Source: an optimization exercise on an open RTL-to-GDS flow (aim: small area, a short achievable clock period and few clock cycles). Production flows keep margins and buffers that such runs may drop.
No functional check of the RTL was part of any run shown here.
Power is estimated from default activity; no workload was simulated.

==> design.v <==
`default_nettype none
module regFile (clk, rst, ra, rb, rdata_a, rdata_b, we, waddr, wdata);
   input wire        clk, rst;
   input wire [2:0]  ra, rb;
   output wire [15:0] rdata_a, rdata_b;
   input wire        we;
   input wire [2:0]  waddr;
   input wire [15:0] wdata;
   reg [7:0]  valid;
   wire [7:0] wsel = we ? (8'd1 << waddr) : 8'd0;
   wire [15:0] r [0:7];
   genvar g;
   generate
      for (g = 0; g < 8; g = g + 1) begin : rg
         reg [15:0] q;
         always @(posedge clk)
            if (wsel[g]) q <= wdata;
         assign r[g] = q;
      end
   endgenerate
   always @(posedge clk)
      if (rst) valid <= 8'd0;
      else     valid <= valid | wsel;
   wire [7:0] sa = (8'd1 << ra) & valid;
   wire [7:0] sb = (8'd1 << rb) & valid;
   reg [15:0] oa, ob;
   integer i;
   always @(*) begin
      oa = 16'd0; ob = 16'd0;
      for (i = 0; i < 8; i = i + 1) begin
         oa = oa | ({16{sa[i]}} & r[i]);
         ob = ob | ({16{sb[i]}} & r[i]);
      end
   end
   assign rdata_a = oa;
   assign rdata_b = ob;
endmodule
`default_nettype wire
`default_nettype none
module alu (a, b, inv_a, sh_op, sel_add, sel_xor, sel_andn, sel_sh, sel_set,
            set_op, sum, res);
   input wire [15:0] a;        
   input wire [15:0] b;        
   input wire        inv_a;    
   input wire [1:0]  sh_op;    
   input wire        sel_add, sel_xor, sel_andn, sel_sh, sel_set;
   input wire [1:0]  set_op;   
   output wire [15:0] sum;
   output wire [15:0] res;
   wire [15:0] x = a ^ {16{inv_a}};
   wire [16:0] s17 = {1'b0, x} + {1'b0, b} + {16'd0, inv_a};
   assign sum = s17[15:0];
   wire cout = s17[16];
   wire b_ge_a = (a[15] ^ b[15]) ? b[15] == 1'b0 : ~sum[15];
   wire eq = (a == b);
   wire setbit = (set_op == 2'b00) ? eq :
                 (set_op == 2'b01) ? (b_ge_a & ~eq) :
                 (set_op == 2'b10) ? b_ge_a :
                                     cout;
   wire [3:0] s = b[3:0];
   wire       right = sh_op[1];
   wire [3:0] amt = right ? (4'd0 - s) : s;
   wire [15:0] r0 = amt[0] ? {a[14:0], a[15]}     : a;
   wire [15:0] r1 = amt[1] ? {r0[13:0], r0[15:14]} : r0;
   wire [15:0] r2 = amt[2] ? {r1[11:0], r1[15:12]} : r1;
   wire [15:0] r3 = amt[3] ? {r2[7:0], r2[15:8]}   : r2;
   reg [15:0] keep_l;    
   integer i;
   always @(*)
      for (i = 0; i < 16; i = i + 1) keep_l[i] = (i >= s);
   wire [15:0] keep_r;   
   genvar g;
   generate for (g = 0; g < 16; g = g + 1) begin : rv
      assign keep_r[g] = keep_l[15 - g];
   end endgenerate
   wire [15:0] mask = ~sh_op[0] ? 16'hffff : right ? keep_r : keep_l;
   wire [15:0] shres = r3 & mask;
   assign res = ({16{sel_add}}  & sum) |
                ({16{sel_xor}}  & (a ^ b)) |
                ({16{sel_andn}} & (a & ~b)) |
                ({16{sel_sh}}   & shres) |
                {15'd0, sel_set & setbit};
endmodule
`default_nettype wire
`default_nettype none
module proc ( 
   imem_addr, dmem_addr, dmem_wdata, dmem_wr, halt,
   clk, rst, imem_data, dmem_rdata
   );
   input wire clk;
   input wire rst;
   output wire [15:0] imem_addr;
   input wire [15:0]  imem_data;
   output wire [15:0] dmem_addr;
   output wire [15:0] dmem_wdata;
   output wire        dmem_wr;
   input wire [15:0]  dmem_rdata;
   output wire        halt;
   reg [15:0] pc;         
   reg [15:0] ir;         
   reg        ev;         
   reg        halted;
   reg [15:0] m_res, m_wdata;    
   reg        m_wr, m_ld, m_we;
   reg [2:0]  m_rd;
   wire [4:0] op = imem_data[15:11];
   wire [1:0] fn = imem_data[1:0];
   wire f_halt = (op == 5'b00000);
   wire f_jmp  = (op == 5'b00100) | (op == 5'b00110);    
   wire f_jrx  = (op == 5'b00101) | (op == 5'b00111);    
   wire f_link = (op == 5'b00110) | (op == 5'b00111);    
   wire f_alui = (op[4:2] == 3'b010);
   wire f_br   = (op[4:2] == 3'b011);
   wire f_st   = (op == 5'b10000) | (op == 5'b10011);    
   wire f_ld   = (op == 5'b10001);
   wire f_slbi = (op == 5'b10010);
   wire f_stu  = (op == 5'b10011);
   wire f_shi  = (op[4:2] == 3'b101);
   wire f_lbi  = (op == 5'b11000);
   wire f_btr  = (op == 5'b11001);
   wire f_shr  = (op == 5'b11010);
   wire f_alur = (op == 5'b11011);
   wire f_set  = (op[4:2] == 3'b111);
   wire [1:0] f_aop = f_alur ? fn : op[1:0];    
   wire f_alu = f_alui | f_alur;
   wire f_wr_rt = f_alui | f_shi;
   wire f_wr_rs = f_lbi | f_slbi | f_stu;
   wire f_wr_rd = f_btr | f_shr | f_alur | f_set;
   wire [2:0] f_dst = f_wr_rt ? imem_data[7:5] : f_wr_rs ? imem_data[10:8] :
                      f_wr_rd ? imem_data[4:2] : 3'd7;
   wire f_sx5 = (f_alui & ~op[1]) | (op[4:2] == 3'b100);    
   wire f_ihi = f_sx5 & imem_data[4];
   reg        d_use_imm, d_inv_a, d_add, d_xor, d_andn, d_sh, d_set, d_btr, d_lbi,
              d_slbi, d_link, d_we, d_ld, d_st, d_halt, d_br, d_jmp, d_jrx;
   reg [1:0]  d_sh_op;
   reg [2:0]  d_dst;
   reg [2:0]  d_imm75;    
   reg        d_imms;     
   reg [2:0]  d_bo108;    
   reg        d_bos;      
   always @(posedge clk) begin
      ir        <= imem_data;
      d_use_imm <= ~(op[4] & op[3]);
      d_inv_a   <= (f_alu & (f_aop == 2'b01)) | (f_set & (op[1] ^ op[0]));
      d_add     <= (f_alu & ~f_aop[1]) | (op[4:2] == 3'b100 & ~(op[1] & ~op[0]));
      d_xor     <= f_alu & (f_aop == 2'b10);
      d_andn    <= f_alu & (f_aop == 2'b11);
      d_sh      <= f_shi | f_shr;
      d_sh_op   <= f_shi ? op[1:0] : fn;
      d_set     <= f_set;
      d_btr     <= f_btr;
      d_lbi     <= f_lbi;
      d_slbi    <= f_slbi;
      d_link    <= f_link;
      d_we      <= f_wr_rt | f_wr_rs | f_wr_rd | f_link | f_ld;
      d_dst     <= f_ld ? imem_data[7:5] : f_dst;
      d_ld      <= f_ld;
      d_st      <= f_st;
      d_halt    <= f_halt;
      d_br      <= f_br;
      d_jmp     <= f_jmp;
      d_jrx     <= f_jrx;
      d_imm75   <= f_jrx ? imem_data[7:5] : {3{f_ihi}};
      d_imms    <= f_jrx ? imem_data[7] : f_ihi;
      d_bo108   <= f_jmp ? imem_data[10:8] : {3{imem_data[7]}};
      d_bos     <= f_jmp ? imem_data[10] : imem_data[7];
   end
   wire [2:0] rs = ir[10:8];
   wire [2:0] rt = ir[7:5];
   wire [15:0] rfa, rfb;
   wire        rf_we;
   wire [2:0]  rf_wa;
   wire [15:0] rf_wd;
   regFile RF(.clk(clk), .rst(rst), .ra(rs), .rb(rt), .rdata_a(rfa), .rdata_b(rfb),
              .we(rf_we), .waddr(rf_wa), .wdata(rf_wd));
   wire fwd_a = m_we & ~m_ld & (m_rd == rs);
   wire fwd_b = m_we & ~m_ld & (m_rd == rt);
   wire [15:0] ra_d = fwd_a ? m_res : rfa;
   wire [15:0] rb_d = fwd_b ? m_res : rfb;
   wire [15:0] imm = {{8{d_imms}}, d_imm75, ir[4:0]};
   wire [15:0] opb = d_use_imm ? imm : rb_d;
   wire [15:0] sum, alu_res;
   alu ALU(.a(ra_d), .b(opb), .inv_a(d_inv_a), .sh_op(d_sh_op), .sel_add(d_add),
           .sel_xor(d_xor), .sel_andn(d_andn), .sel_sh(d_sh), .sel_set(d_set),
           .set_op(ir[12:11]), .sum(sum), .res(alu_res));
   wire [15:0] btr;
   genvar g;
   generate for (g = 0; g < 16; g = g + 1) begin : bt
      assign btr[g] = ra_d[15 - g];
   end endgenerate
   wire [15:0] e_res = alu_res |
                       ({16{d_btr}}  & btr) |
                       ({16{d_lbi}}  & {{8{ir[7]}}, ir[7:0]}) |
                       ({16{d_slbi}} & {ra_d[7:0], ir[7:0]}) |
                       ({16{d_link}} & pc);
   wire zero = (ra_d == 16'd0);
   wire cond = (ir[12:11] == 2'b00) ? zero :
               (ir[12:11] == 2'b01) ? ~zero :
               (ir[12:11] == 2'b10) ? ra_d[15] : ~ra_d[15];
   wire taken = ev & (d_jmp | d_jrx | (d_br & cond));
   wire [15:0] boff = {{5{d_bos}}, d_bo108, ir[7:0]};
   wire [15:0] btgt = pc + boff;
   wire [15:0] target = d_jrx ? sum : btgt;
   wire e_halt = ev & d_halt;
   wire f_hz = (imem_data[10:8] == rt) | (imem_data[7:5] == rt);
   wire stop = (ev & ((d_ld & f_hz) | d_halt)) | halted;
   wire [15:0] pc_inc = pc + 16'd2;
   assign rf_we = m_we;
   assign rf_wa = m_rd;
   assign rf_wd = m_ld ? dmem_rdata : m_res;
   always @(posedge clk) begin
      m_res   <= e_res;
      m_wdata <= rb_d;
      m_rd    <= d_dst;
      if (rst) begin
         pc     <= 16'd0;
         ev     <= 1'b0;
         halted <= 1'b0;
         m_wr   <= 1'b0;
         m_ld   <= 1'b0;
         m_we   <= 1'b0;
      end else begin
         pc     <= taken ? target : stop ? pc : pc_inc;
         ev     <= ~taken & ~stop;
         halted <= halted | e_halt;
         m_wr   <= ev & d_st;
         m_ld   <= ev & d_ld;
         m_we   <= ev & d_we;
      end
   end
   assign imem_addr  = pc;
   assign dmem_addr  = m_res;
   assign dmem_wdata = m_wdata;
   assign dmem_wr    = m_wr;
   assign halt       = e_halt | halted;
endmodule  
`default_nettype wire
==> run.sh <==
#!/bin/bash
# synth_recipe.tcl (not shown) runs the flow's synth.tcl, then flattens the netlist and writes it again
# the make line also repeats each setting of config.mk as NAME=value (left out here)
make -C /OpenROAD-flow-scripts/flow DESIGN_CONFIG=/design/flow/config.mk WORK_HOME=/design/flow/orfs CLKGATE_MAP_FILE= SYNTH_SCRIPT=/design/flow/synth_recipe.tcl finish
==> config.mk <==
export PLATFORM = sky130hd
export DESIGN_NAME = proc
export DESIGN_NICKNAME = proc
export VERILOG_FILES = /design/flow/design.v
export SDC_FILE = /design/flow/constraint.sdc
export NUM_CORES = 4
export LEC_CHECK = 0
export CAP_MARGIN = 20
export CORE_MARGIN = 2
export CORE_UTILIZATION = 40
export SLEW_MARGIN = 20
==> constraint.sdc <==
create_clock -name core_clock -period 12.0 [get_ports {clk}]
set_input_delay 2.4000 -clock core_clock [delete_from_list [all_inputs] [get_ports {clk}]]
set_output_delay 2.4000 -clock core_clock [all_outputs]
set_load 0.01 [all_outputs]
==> flow_summary_export.csv, run 1 <==
group,metric,value,unit
status,status,"finished clean",
synth,async_reset_ff_share,0,%
sta,worst_slack,6461,ps
global_route,grtUsageMet3,6.135,%
routing,via_per_inst,6.323,
pwr,power_leakage,0.005911,uW
cells_and_area,fill_cells,3150,
sta,fin_tns_setup,0,ps
global_route,use_met1,37.28,%
synth,syn_area,0.01342,sq mm
worst_setup_path,critical_path.max_stage_delay,800,ps
worst_setup_path,path_class,"reg2reg",
cells_and_area,final_common_cell,"edfxtp_1",
sta,relSlewSlack,30.75,%
synth,syn_inst,1294,
sta,timing.fmax,0.1805,GHz
worst_setup_path,crit_path_end_kind,"register",
clocking,cts_tree,"built",
synth,synth-edff-count,128,
cells_and_area,multi_input_area,0.006984,sq mm
synth,yosysTopAreaCell,"edfxtp_1",
synth,avgSynthCellArea,10.37,sq um
routing,drt_iter0_drc,1366,
worst_setup_path,start_kind,"register",
clocking,clk_path_buf_depth,3,
clocking,cts_setup_buffers,0,
placement,gp_congestion,0.9602,
global_route,gr-usage-met2,40.56,%
routing,antenna_left,0,
floorplan,core_area,0.03328,sq mm
pwr,powerDensity,131.4,mW/mm^2
global_route,antenna_found_initial,1,
clocking,worstSkewPairLatency,560,ps
global_route,grt_usage,26.50,%
global_route,grt.busiest_layer,"met2",
sta,final-hold-violation-count,0,
clocking,cts-resized-gates,0,
cells_and_area,mostFrequentLayoutCells,"128 x edfxtp_1, 106 x dfxtp_1, 94 x nor2_1",
sta,rsz0062_at_grt,"false",
synth,yosys_most_used_dff,"edfxtp_1",
routing,routedWlPerCell,26.15,um
synth,synth.ff_latch_count,234,
clocking,cts_hold_buf,0,
sta,layout_min_cycle_time,5539,ps
synth,seq_area_frac_synth,44.47,%
global_route,grt_max_degree,36,
floorplan,io_pins,84,
global_route,grt_pass1_vias,11100,
synth,synth_warnings,3,
sta,fin_crit_sh,46.16,%
clocking,root_buffer,"clkbuf_16",
synth,synth.distinct_cells,85,
worst_setup_path,cp_slowest_cell,"dfxtp_1",
sta,slew_viol_final,0,
worst_setup_path,path_buf_inv,1,
floorplan,die_w,187.1,um
clocking,cts_sinks,234,
worst_setup_path,worstPathArrival,6010,ps
routing,via_count,11490,
floorplan,die_y,187.1,um
global_route,grt_pass1_wl,70.57,mm
clocking,cts-htree-levels,1,
pwr,vdd_ir_drop_max,0.1173,mV
placement,pre_cts_ws,6495,ps
routing,dr.pass1.iters,8,
global_route,overflow,0,
synth,yosysTopAreaCellShare,28.65,%
routing,routed_wl,47.52,mm
run,max_cap_viol_count,0,
cells_and_area,drive_above_1_share,9.284,%
placement,portBuffers,83,
cells_and_area,seq_area,0.005966,sq mm
floorplan,die-area,0.03502,sq mm
placement,dp_hpwl,34.03,mm
min_path,hp-class,"reg2reg",
sta,setup_violations,0,
floorplan,start_util,40.31,%
sta,worst_pin_slew,1029,ps
clocking,clkTransAtPathRegs,60,ps
routing,route.detailed.drc,0,
cells_and_area,syn_to_final_growth,16.43,%
cells_and_area,finalNetCount,1438,
synth,ys_top_cells_by_area,"edfxtp_1 29%, dfxtp_1 16%, ha_1 5.0%, mux2i_1 4.3%, a22oi_1 4.1%",
worst_setup_path,cp.required,12480,ps
clocking,cts_made_buffers,27,
floorplan,rows,67,
synth,synth_nets,1384,
worst_setup_path,cp_cell_sequence,"and4b_1 -> a22o_1 -> a221oi_1 -> a41oi_1 -> mux2i_2 -> inv_1 -> ha_1 -> nand4_1 -> a211oi_1 -> o21ai_1 -> a21oi_1 -> o31ai_2 -> o21ai_0 -> a211o_1 -> o211ai_1",
worst_setup_path,cp_top_family,"compound AO/OA/AOI/OAI gates",
sta,finalClockSkew,28.57,ps
worst_setup_path,critPathMaxFanout,19,
## synth_stat cells, drive strengths merged (4+ instances only)
cell	number
a21oi	62
inv	51
edfxtp	128
o21ai	53
o21a	8
xor2	20
a22o	13
and2	8
nor2b	6
a2bb2oi	4
a21o	20
mux4	6
xnor2	49
clkbuf	52
nand2	71
buf	32
a221oi	26
a31oi	8
dfxtp	106
o2111ai	10
a22oi	73
nand2b	13
ha	54
nor2	97
o31ai	7
mux2i	60
o211ai	11
o221ai	6
nor4bb	6
mux2	22
a41o	12
and4	7
a211oi	32
or3	7
a222oi	17
nand3	26
nor3	17
nand4	23
and3	12
and4b	6
nor4	4
nand3b	6
## kinds of logic after synthesis
| kind of cell | count (synthesis) | share of synthesized area [%] |
|---|---|---|
| buffers and inverters | 136 | 4.262 |
| DFF | 234 | 44.47 |
| adders and majority gates | 56 | 5.334 |
| and+or+nand+nor | 320 | 12.33 |
| AOI/OAI and AO/OA | 391 | 21.51 |
| xor gates and xnor gates | 69 | 4.560 |
| muxes | 88 | 7.545 |
## worst register-to-register path, stage by stage (launching register included)
cell and delay (ps):
dfxtp_1 800, and4b_1 600, a22o_1 320, a221oi_1 210
a41oi_1 250, mux2i_2 790, inv_1 210, ha_1 410
nand4_1 170, a211oi_1 70, o21ai_1 270, a21oi_1 190
o31ai_2 530, o21ai_0 240, a211o_1 340, o211ai_1 80
## cell type report
type | instances | area share, %
multi-input combinational | 924 | 44.71
sequential | 234 | 38.19
timing repair buffer | 109 | 6.616
clock buffer | 38 | 4.726
tap | 448 | 3.588
inverter | 52 | 1.266
clock inverter | 11 | 0.8891
antenna | 1 | 0.01602
## layer usage
layer / vias to the layer above / wire, um
met4: 0 / 1445
met1: 5564 / 20440
met5: - / 0
met2: 702 / 20730
li1: 5104 / -
met3: 119 / 4906
## where the power goes
group          total [uW]  internal [uW]  switching [uW]
clock network         817            492             325
logic                 309            129             180
registers             926            878            48.4
total                2050           1500             553
## metrics by stage
step                util, %  hold WS [ps]  std cells  cell area [sq um]  total power, uW
detailed placement    44.25         313.2       1766              14730             1246
global route          46.93         330.2       1816              15620             2123
floorplan                 -         309.6       1294              13420             1119
CTS                   46.89         324.6       1815              15610             2056
finish                46.94         320.2       1817              15620             2052
global placement      44.22         309.8       1765              14720             1244
## state kept, by name, indices dropped and copies added (netlist names), 2 cells and up
signal,cells
m_wdata,16
m_rd,3
pc,16
d_dst,3
RF.valid,8
RF.rg.q,128
d_bo108,3
m_res,16
d_imm75,3
d_sh_op,2
ir,13
## worst paths after layout
| check | end | cells after the start | from | slack [ps] |
|---|---|---|---|---|
| worst max-delay path | m_res[0] | 15 | ir[5] | 6460 |
| worst min register to register | m_rd[0] | 0 | d_dst[0] | 320 |
| worst max register to register | m_res[0] | 15 | ir[5] | 6460 |
| worst min-delay path | m_rd[0] | 0 | d_dst[0] | 320 |
==> run 2, diff against run 1 <==
==> flow/run.sh (new file) <==
#!/bin/bash
# Own layout flow: the standard layout (standard.sh, unchanged synthesis,
# floorplan, power grid and routing), with two settings changed:
#  - the port buffers are buf_2 cells (the standard flow picks clkdlybuf4s50_1);
#  - timing repair aims for SETUP_MARGIN ns of setup slack at the design's
#    clock period (the constraints themselves are unchanged).
# The make output goes to flow_make.log; each ORFS step logs under orfs/logs.
set -euo pipefail
SETUP_MARGIN=$(cat flow/margin.txt)
bash standard.sh "BUFFER_PORTS_ARGS=-buffer_cell sky130_fd_sc_hd__buf_2" \
     "SETUP_SLACK_MARGIN=$SETUP_MARGIN" finish > flow_make.log 2>&1
==> flow/margin.txt (new file) <==
7.5
==> standard.sh (new file) <==
#!/bin/bash
# synth_recipe.tcl (not shown) runs the flow's synth.tcl, then flattens the netlist and writes it again
# the make line also repeats each setting of config.mk as NAME=value (left out here)
make -C /OpenROAD-flow-scripts/flow DESIGN_CONFIG=/design/flow/config.mk WORK_HOME=/design/flow/orfs CLKGATE_MAP_FILE= SYNTH_SCRIPT=/design/flow/synth_recipe.tcl "${@:-finish}"
removed: run.sh
==> run 2 against run 1 <==
Clock skew decreased by 1.3 ps. Core utilization decreased by 0.21 points. Highest routed layer unchanged. Largest power group unchanged. Sequential power about the same. Fmax increased by 26%. Combinational power decreased by 2%. Critical path type unchanged.
==> flow_summary_export.csv, run 2 <==
group,metric,value,unit
status,status,"finished clean",
cells_and_area,drive_above_1_share,18.83,%
clocking,clk_path_buf_depth,3,
floorplan,rows,67,
clocking,cts_made_buffers,27,
pwr,powerDensity,133.1,mW/mm^2
cells_and_area,finalNonFillerCells,1834,
clocking,root_buffer,"clkbuf_16",
floorplan,die_w,187.1,um
clocking,worstSkewPairLatency,560,ps
floorplan,die_y,187.1,um
sta,hold-worst-slack,327.6,ps
placement,dp.cells,1765,
synth,avgSynthCellArea,10.37,sq um
synth,yosysTopAreaCellShare,28.65,%
synth,synth.distinct_cells,85,
synth,synth_common_cells,"128 x edfxtp_1, 106 x dfxtp_1, 96 x nor2_1",
routing,routedWlPerCell,25.82,um
clocking,cts_sinks,234,
sta,finalClockSkew,27.28,ps
synth,synth_nets,1384,
synth,async_reset_ff_share,0,%
worst_setup_path,start_kind,"register",
synth,synth_warnings,3,
routing,dr.pass1.iters,6,
worst_setup_path,cp.required,12430,ps
routing,via_count,11610,
worst_setup_path,path_class,"reg2reg",
sta,relSlewSlack,46.07,%
synth,synth.ff_latch_count,234,
floorplan,core_area,0.03328,sq mm
placement,pre_cts_ws,6554,ps
synth,seq_area_frac_synth,44.47,%
global_route,grt_pass1_wl,70.97,mm
sta,worst_slack,7613,ps
synth,syn_inst,1294,
worst_setup_path,worstPathArrival,4810,ps
synth,synth_top_family_by_area,"compound AO/OA/AOI/OAI gates",
sta,final-hold-violation-count,0,
cells_and_area,mostFrequentLayoutCells,"128 x edfxtp_1, 99 x dfxtp_1, 90 x nor2_1",
pwr,vdd_ir_drop_max,0.09680,mV
cells_and_area,antennaDiodeCount,0,
sta,fin_tns_setup,0,ps
sta,rsz0062_at_grt,"true",
sta,worst_pin_slew,808.1,ps
cells_and_area,final_common_cell,"edfxtp_1",
worst_setup_path,critPathMaxFanout,16,
sta,timing.fmax,0.2280,GHz
routing,route.detailed.drc,0,
routing,routed_wl,47.35,mm
synth,synth_most_common_cell,"edfxtp_1",
floorplan,io_pins,84,
global_route,grt_usage,26.44,%
min_path,hp-class,"reg2reg",
synth,yosysTopAreaCell,"edfxtp_1",
sta,setup_violations,0,
sta,slew_viol_final,0,
synth,yosys_most_used_dff,"edfxtp_1",
cells_and_area,largest_register_ffs,128,
global_route,grt_max_degree,37,
cells_and_area,regMostFlops,"RF.rg.q",
cells_and_area,finalNetCount,1455,
floorplan,start_util,40.31,%
run,max_cap_viol_count,0,
cells_and_area,syn_to_final_growth,15.92,%
routing,drt_iter0_drc,1299,
sta,fin_crit_sh,36.56,%
synth,synthSimpleGateAreaFrac,12.33,%
placement,gp_congestion,0.9897,
global_route,grt_pass1_vias,11140,
synth,syn_area,0.01342,sq mm
pwr,power_leakage,0.006108,uW
synth,ys_top_cells_by_area,"edfxtp_1 29%, dfxtp_1 16%, ha_1 5.0%, mux2i_1 4.3%, a22oi_1 4.1%",
synth,synth_mux_area_share,7.545,%
worst_setup_path,crit_path_end_kind,"register",
clocking,cts-htree-levels,1,
global_route,overflow,0,
synth,synth_fa_ha_area_share,5.334,%
synth,synth-edff-count,128,
routing,antenna_left,0,
clocking,cts_hold_buf,0,
synth,synthXorXnorAreaFrac,4.560,%
floorplan,die-area,0.03502,sq mm
clocking,cts_tree,"built",
global_route,antenna_found_initial,0,
clocking,clkTransAtPathRegs,70,ps
placement,dp_hpwl,33.01,mm
routing,via_per_inst,6.332,
sta,layout_min_cycle_time,4387,ps
placement,portBuffers,83,
synth,synth_compound_area_share,21.51,%
run 2: cell counts after synthesis:
Identical to the previous run, type by type.
run 2: layout make-up:
class                      instances  area, sq um
sequential                       234         5989
inverter                          52        197.7
fill                            3099        17730
clock inverter                    12        116.4
clock buffer                      38        799.5
timing repair buffer             126        782.0
multi-input combinational        924         7107
tap                              448        560.5
run 2: kinds of logic after synthesis:
family	Yosys count
multiplexers	88
flip-flops	234
buffers and inverters	136
AO/OA/AOI/OAI	391
adder cells (fa/ha/maj)	56
XOR/XNOR	69
AND/OR/NAND/NOR	320
run 2: report_power, final:
| group | switching [uW] | internal (uW) | total, uW |
|---|---|---|---|
| Clock | 349 | 492 | 841 |
| Combinational | 183 | 121 | 304 |
| Sequential | 48.3 | 877 | 925 |
run 2: worst max-delay path, stage by stage (launching register included):
cell and delay [ps]:
dfxtp_4 500, nor4bb_4 370, buf_6 260, a22o_1 170
a221oi_1 40, a41oi_1 460, mux2i_4 160, buf_4 200
ha_1 310, nand4_1 110, or4_1 570, and3b_1 210
o21ai_0 270, or3_1 150, o311ai_0 110, a221oi_1 230
o211ai_1 130
run 2: what timing repair did:
action	in CTS	in global routing
resized for setup	27	22
endpoints found under the hold margin	0	0
gates cloned	0	0
pin swaps	2	4
setup buffers	9	10
endpoints found under the setup margin	29	19
run 2: final timing paths:
path              startpoint       end  slack (ps)  cells after the start
setup reg to reg       ir[7]  m_res[0]        7610                     16
hold reg to reg     d_dst[0]   m_rd[0]         330                      0
hold / removal      d_dst[0]   m_rd[0]         330                      0
setup / recovery       ir[7]  m_res[0]        7610                     16
run 2: metrics by stage:
step                      utilization, %  total power [uW]  area, sq um
after floorplan                        -              1119        13420
after global placement             43.01              1225        14310
after CTS                          46.19              2062        15370
after global routing               46.73              2136        15550
after detailed placement           43.01              1227        14310
final                              46.73              2070        15550
run 2: per-layer routing:
layer / vias to the layer above / share of wire (%) / GRT usage (%)
li1: 5157 / - / -
met1: 5599 / 43 / 37.19
met2: 729 / 43 / 39.91
met3: 128 / 11 / 5.947
met4: 0 / 3.8 / 9.493
met5: - / 0 / 0
==> run 3, diff against run 2 <==
==> flow/margin.txt (replaced) <==
9.5
==> run 3 against run 2 <==
Hold slack got worse by 0.66 ps. Final cell count rose by 8.2%. Highest routed layer unchanged. Register-to-register slack improved by 310 ps. Critical path type unchanged. Still clean. Synthesized cell count stayed put. Worst setup slack better by 310 ps. Critical endpoint is now m_res[13]. First-iteration DRC count increased by 14%. Flip-flop and latch count unchanged. Die area unchanged. Largest cell class unchanged. Largest power group unchanged.
==> flow_summary_export.csv, run 3 <==
group,metric,value,unit
pwr,power_leakage,0.007354,uW
synth,synth_common_cells,"128 x edfxtp_1, 106 x dfxtp_1, 96 x nor2_1",
clocking,clk_path_buf_depth,3,
worst_setup_path,regToRegSetupSlack,7920,ps
synth,synth.ff_latch_count,234,
sta,setup_violations,0,
clocking,worstSkewPairLatency,560,ps
clocking,root_buffer,"clkbuf_16",
worst_setup_path,worstPathArrival,4500,ps
clocking,cts-htree-levels,1,
synth,seq_area_frac_synth,44.47,%
cells_and_area,final_common_cell,"buf_4",
placement,gp_congestion,0.9686,
global_route,grt_usage,29.12,%
synth,synth_compound_area_share,21.51,%
min_path,hp-class,"reg2reg",
floorplan,start_util,40.31,%
worst_setup_path,start_kind,"register",
floorplan,rows,67,
cells_and_area,finalNetCount,1609,
routing,via_count,12450,
clocking,clkTransAtPathRegs,60,ps
synth,yosys_most_used_dff,"edfxtp_1",
cells_and_area,mostFrequentLayoutCells,"145 x buf_4, 128 x edfxtp_1, 97 x buf_6",
sta,worst_pin_slew,823.1,ps
global_route,antenna_found_initial,0,
synth,syn_inst,1294,
synth,yosysTopAreaCellShare,28.65,%
clocking,cts_tree,"built",
global_route,grt_pass1_wl,77.33,mm
pwr,powerDensity,119.2,mW/mm^2
cells_and_area,regMostFlops,"RF.rg.q",
synth,ys_top_cells_by_area,"edfxtp_1 29%, dfxtp_1 16%, ha_1 5.0%, mux2i_1 4.3%, a22oi_1 4.1%",
routing,routedWlPerCell,26.77,um
synth,synth_nets,1384,
cells_and_area,antennaDiodeCount,0,
routing,antenna_left,0,
synth,syn_area,0.01342,sq mm
synth,avgSynthCellArea,10.37,sq um
synth,synth_mux_area_share,7.545,%
placement,dp_hpwl,34.25,mm
synth,synth.distinct_cells,85,
synth,synth_most_common_cell,"edfxtp_1",
pwr,p_total,2261,uW
sta,fin_tns_setup,0,ps
synth,synth_top_family_by_area,"compound AO/OA/AOI/OAI gates",
synth,synth_warnings,3,
cells_and_area,finish.utilization,57.01,%
synth,async_reset_ff_share,0,%
floorplan,die_y,187.1,um
cells_and_area,largest_register_ffs,128,
clocking,cts_made_buffers,26,
synth,synthSimpleGateAreaFrac,12.33,%
routing,dr.pass1.iters,6,
sta,rsz0062_at_grt,"true",
run,max_cap_viol_count,0,
sta,finalClockSkew,12.95,ps
worst_setup_path,critPathMaxFanout,6,
sta,fin_crit_sh,34.00,%
sta,relSlewSlack,45.05,%
routing,routed_wl,53.13,mm
worst_setup_path,crit_path_end_kind,"register",
status,status,"finished clean",
worst_setup_path,path_class,"reg2reg",
global_route,overflow,0,
synth,synth-edff-count,128,
synth,yosysTopAreaCell,"edfxtp_1",
sta,timing.fmax,0.2451,GHz
routing,via_per_inst,6.270,
floorplan,io_pins,84,
global_route,grt_pass1_vias,12120,
sta,slew_viol_final,0,
pwr,vdd_ir_drop_max,0.09630,mV
floorplan,die_w,187.1,um
floorplan,core_area,0.03328,sq mm
sta,layout_min_cycle_time,4080,ps
synth,synth_fa_ha_area_share,5.334,%
routing,route.detailed.drc,0,
global_route,grt_max_degree,37,
worst_setup_path,cp.required,12420,ps
floorplan,die-area,0.03502,sq mm
clocking,cts_sinks,234,
cells_and_area,drive_above_1_share,41.38,%
routing,drt_iter0_drc,1481,
synth,synthXorXnorAreaFrac,4.560,%
cells_and_area,syn_to_final_growth,41.42,%
sta,final-hold-violation-count,0,
placement,portBuffers,83,
cells_and_area,fill_cells,2757,
-- run 3: power by group --
part	switching [uW]	internal [uW]	total [uW]
clock network	343	554	898
logic	248	203	450
registers	36.3	877	913
-- run 3: cell type report --
| type | count | area [sq um] | share of cell area [%] |
|---|---|---|---|
| Tap cell | 448 | 560.5 | 2.954 |
| Clock inverter | 14 | 250.2 | 1.319 |
| Clock buffer | 32 | 715.7 | 3.772 |
| Sequential cell | 234 | 6141 | 32.37 |
| Timing Repair Buffer | 280 | 2701 | 14.24 |
| Inverter | 52 | 244.0 | 1.286 |
| Multi-Input combinational cell | 925 | 8361 | 44.06 |
-- run 3: layer usage --
metal  track usage, %  up-vias  wire (um)
met5                0        -          0
met4            9.554        0       1853
met3            4.972      153       5364
met2            45.52      772      23850
met1            41.03     6052      22060
li1                 -     5468          -
-- run 3: path summary, 6_finish.rpt --
check,startpoint,to,depth (start not counted)
setup / recovery,ir[5],m_res[13],19
hold / removal,d_dst[1],m_rd[1],0
setup reg to reg,ir[5],m_res[13],19
hold reg to reg,d_dst[1],m_rd[1],0
-- run 3: cells by family (layout without fill, tap and decap cells) --
family                   count (synthesis)  count (layout)
AO/OA/AOI/OAI                          391             391
AND/OR/NAND/NOR                        320             321
flip-flops                             234             234
buffers and inverters                  136             378
multiplexers                            88              88
XOR/XNOR                                69              69
adder cells (fa/ha/maj)                 56              56
-- run 3: per-stage QoR --
stage / cells / cell area (sq um) / setup WS (ps) / hold WS, ps
after detailed placement: 1765 / 14920 / 6777 / 312.1
after CTS: 1938 / 18120 / 8005 / 327.3
after global placement: 1763 / 14900 / 6752 / 312.6
final: 1985 / 18970 / 7920 / 326.9
after floorplan: 1294 / 14180 / 8022 / 309.6
after global routing: 1985 / 18970 / 7781 / 334.5
-- run 3: timing repair --
item / 4_1_cts / 5_1_grt
endpoints found under the hold margin: 0 / 0
buffers inserted: 123 / 46
endpoints found under the setup margin: 131 / 163
cloned: 4 / 1
hold buffers: 0 / 0
resized for setup: 261 / 105
pin swaps: 78 / 70
-- run 3: worst max-delay path, cell delays in order, from the launching register on --
cell      delay [ps]
dfxtp_4          370
buf_6            140
nor4bb_4         150
buf_4            170
buf_8            150
a22o_1           230
a221oi_2         190
a41oi_2          200
mux2i_4          230
inv_2             80
ha_4             330
buf_6            110
nand4_1          140
a211oi_2         220
o21ai_2          160
a21oi_4          250
o31ai_4          100
xnor2_2          180
a221oi_2         390
nand3_1          150
==> run 4, diff against run 3 <==
==> flow/margin.txt (replaced) <==
8.5
==> run 4 against run 3 <==
Still clean. Die area unchanged. Worst setup slack better by 9.0 ps. Register-to-register slack about the same. Final cell count down 1.5%. Global-route usage down 0.88 points. Clock power down about 10%. Via count down 1.2%. Critical endpoint is now m_res[0]. Largest power group unchanged.
==> flow_summary_export.csv, run 4 <==
group,metric,value,unit
min_path,holdPathStages,0,
sta,relSlewSlack,40.19,%
routing,routed_wl,50.83,mm
sta,setup_violations,0,
synth,yosysTopAreaCell,"edfxtp_1",
floorplan,die_y,187.1,um
sta,rsz0062_at_grt,"true",
routing,routedWlPerCell,26.00,um
worst_setup_path,cp_slowest_cell,"ha_1",
cells_and_area,finish.utilization,52.74,%
cells_and_area,drive_above_1_share,35.50,%
cells_and_area,regMostFlops,"RF.rg.q",
sta,fin_tns_setup,0,ps
global_route,overflow,0,
cells_and_area,antennaDiodeCount,0,
synth,ys_top_cells_by_area,"edfxtp_1 29%, dfxtp_1 16%, ha_1 5.0%, mux2i_1 4.3%, a22oi_1 4.1%",
status,status,"finished clean",
cells_and_area,fill_cells,2938,
sta,slew_viol_final,0,
sta,finalClockSkew,30.49,ps
synth,synth_most_common_cell,"edfxtp_1",
worst_setup_path,cp_top_family,"compound AO/OA/AOI/OAI gates",
global_route,grt_max_degree,37,
floorplan,die_w,187.1,um
floorplan,rows,67,
placement,gp_congestion,0.9570,
synth,syn_area,0.01342,sq mm
synth,synth_warnings,3,
worst_setup_path,crit_path_end_kind,"register",
worst_setup_path,rr_worst_depth,18,
worst_setup_path,r2r_start,"ir[5]",
worst_setup_path,start_kind,"register",
clocking,cts-htree-levels,1,
min_path,hp-class,"reg2reg",
clocking,cts_sinks,234,
synth,synth.distinct_cells,85,
synth,syn_inst,1294,
cells_and_area,mostFrequentLayoutCells,"133 x buf_4, 128 x edfxtp_1, 87 x nor2_1",
worst_setup_path,worstPathArrival,4490,ps
routing,dr.pass1.iters,6,
clocking,root_buffer,"clkbuf_16",
worst_setup_path,path_class,"reg2reg",
clocking,clkTransAtPathRegs,70,ps
clocking,worstSkewPairLatency,570,ps
global_route,antenna_found_initial,1,
routing,via_per_inst,6.290,
floorplan,core_area,0.03328,sq mm
min_path,min_from,"d_dst[2]",
synth,yosys_most_used_dff,"edfxtp_1",
clocking,clk_path_buf_depth,3,
synth,synth_nets,1384,
routing,route.detailed.drc,0,
routing,drt_iter0_drc,1570,
pwr,powerDensity,120.4,mW/mm^2
worst_setup_path,cp_cell_sequence,"buf_6 -> and4b_4 -> buf_12 -> a222oi_1 -> nand3_1 -> a21oi_2 -> a21oi_1 -> a21o_1 -> ha_1 -> and2_1 -> a21boi_2 -> a311oi_2 -> o21ai_1 -> a21oi_1 -> o211ai_1 -> o31ai_1 -> a221oi_1 -> o211ai_1",
floorplan,die-area,0.03502,sq mm
worst_setup_path,regToRegSetupSlack,7930,ps
synth,avgSynthCellArea,10.37,sq um
synth,synth_common_cells,"128 x edfxtp_1, 106 x dfxtp_1, 96 x nor2_1",
worst_setup_path,path_buf_inv,2,
synth,synth-edff-count,128,
sta,worst_pin_slew,895.9,ps
pwr,power_leakage,0.006913,uW
synth,seq_area_frac_synth,44.47,%
run,max_cap_viol_count,0,
worst_setup_path,critical_path.max_stage_delay,400,ps
global_route,grt_pass1_vias,11800,
clocking,cts_made_buffers,26,
cells_and_area,finalNetCount,1579,
floorplan,start_util,40.31,%
worst_setup_path,worst-path-stages,18,
synth,yosysTopAreaCellShare,28.65,%
placement,portBuffers,83,
sta,timing.fmax,0.2456,GHz
cells_and_area,syn_to_final_growth,30.82,%
min_path,hold-path-endpoint,"m_rd[2]",
routing,via_count,12300,
pwr,vdd_ir_drop_max,0.1028,mV
sta,layout_min_cycle_time,4071,ps
cells_and_area,final_common_cell,"buf_4",
worst_setup_path,cp.required,12420,ps
worst_setup_path,r2r_end,"m_res[0]",
synth,synth.ff_latch_count,234,
synth,async_reset_ff_share,0,%
global_route,grt_pass1_wl,75.54,mm
worst_setup_path,crit_start,"ir[5]",
sta,fin_crit_sh,33.93,%
clocking,cts_hold_buf,0,
routing,antenna_left,0,
worst_setup_path,critPathMaxFanout,11,
cells_and_area,largest_register_ffs,128,
floorplan,io_pins,84,
placement,dp_hpwl,33.71,mm
sta,final-hold-violation-count,0,
global_route,grt_usage,28.24,%
clocking,cts_tree,"built",
-- run 4: cell families after synthesis --
kind of cell	count (synthesis)	synth area share, %
compound gates	391	21.51
xor+xnor	69	4.560
fa+ha+maj	56	5.334
buf+inv	136	4.262
flops	234	44.47
mux	88	7.545
simple gates	320	12.33
-- run 4: cell type report --
class | instances | area, sq um | share of cell area (%)
multi-input combinational | 924 | 7864 | 44.80
sequential | 234 | 6110 | 34.81
timing repair buffer | 251 | 1967 | 11.21
clock buffer | 36 | 709.4 | 4.042
tap | 448 | 560.5 | 3.194
inverter | 52 | 203.9 | 1.162
clock inverter | 10 | 137.6 | 0.7841
-- run 4: worst max path at each step --
stage,to
2_1_floorplan,pc[15]
3_3_place_gp,m_res[13]
3_5_place_dp,m_res[13]
4_1_cts,m_res[13]
5_1_grt,pc[12]
6_report,m_res[0]
-- run 4: what timing repair did --
| action | CTS | global route |
|---|---|---|
| cloned | 1 | 0 |
| resized for setup | 207 | 53 |
| buffers inserted | 122 | 22 |
| endpoints found under the setup margin | 66 | 44 |
| pin swaps | 59 | 43 |
-- run 4: metrics by stage --
stage	setup slack (ps)	std cells	total power (uW)	hold slack, ps	instance area (sq um)
2_1_floorplan	8000	1294	1127	309.6	13660
3_3_place_gp	6681	1762	1234	312.1	14460
3_5_place_dp	6781	1764	1236	313.5	14490
4_1_cts	8082	1933	2091	327.6	17140
5_1_grt	7845	1955	2176	332.9	17550
6_report	7929	1955	2113	327.0	17550
-- run 4: report_power, final --
part,switching (uW),internal (uW)
Sequential,35.7,877
Clock,343,461
Combinational,231,165
-- run 4: metal layers --
metal / global-route usage (%) / vias up / share of wire, %
li1: - / 5382 / -
met1: 39.95 / 5972 / 42
met2: 42.92 / 791 / 44
met3: 4.709 / 150 / 9.5
met4: 11.69 / 2 / 4.4
met5: 0 / - / 0.026

-- port drivers added, routing unchanged --
The results above use ideal ports. As a check the final layouts listed here were re-extracted and re-timed, cells and wires unchanged.
Step 1, drivers: a clkbuf_16 drives clk and a buf_2 each remaining input, both assumed.
Step 2, shift: input delay + t, output delay - t, t = (earliest + latest rising clock arrival at the registers) / 2. This alone moves slack from input paths to output paths.
Three values: ideal, step 1, step 2; two values: the first two.
run	t, ns	slack for setup (ns)	worst setup path at the end	latest minus earliest clock arrival (ns)
run 1	0.593	6.461 / 6.461 / 6.461	register to register	0.029 / 0.029
run 2	0.601	7.613 / 7.613 / 7.613	register to register	0.028 / 0.028
run 3	0.611	7.920 / 7.920 / 7.792	input to register	0.013 / 0.013
run 4	0.605	7.929 / 7.929 / 7.807	input to register	0.030 / 0.031
After both steps every run listed still meets setup and hold. For run 3, which loses most, drivers alone change the setup slack by 0.000 ns; drivers and shift together by -0.128 ns.
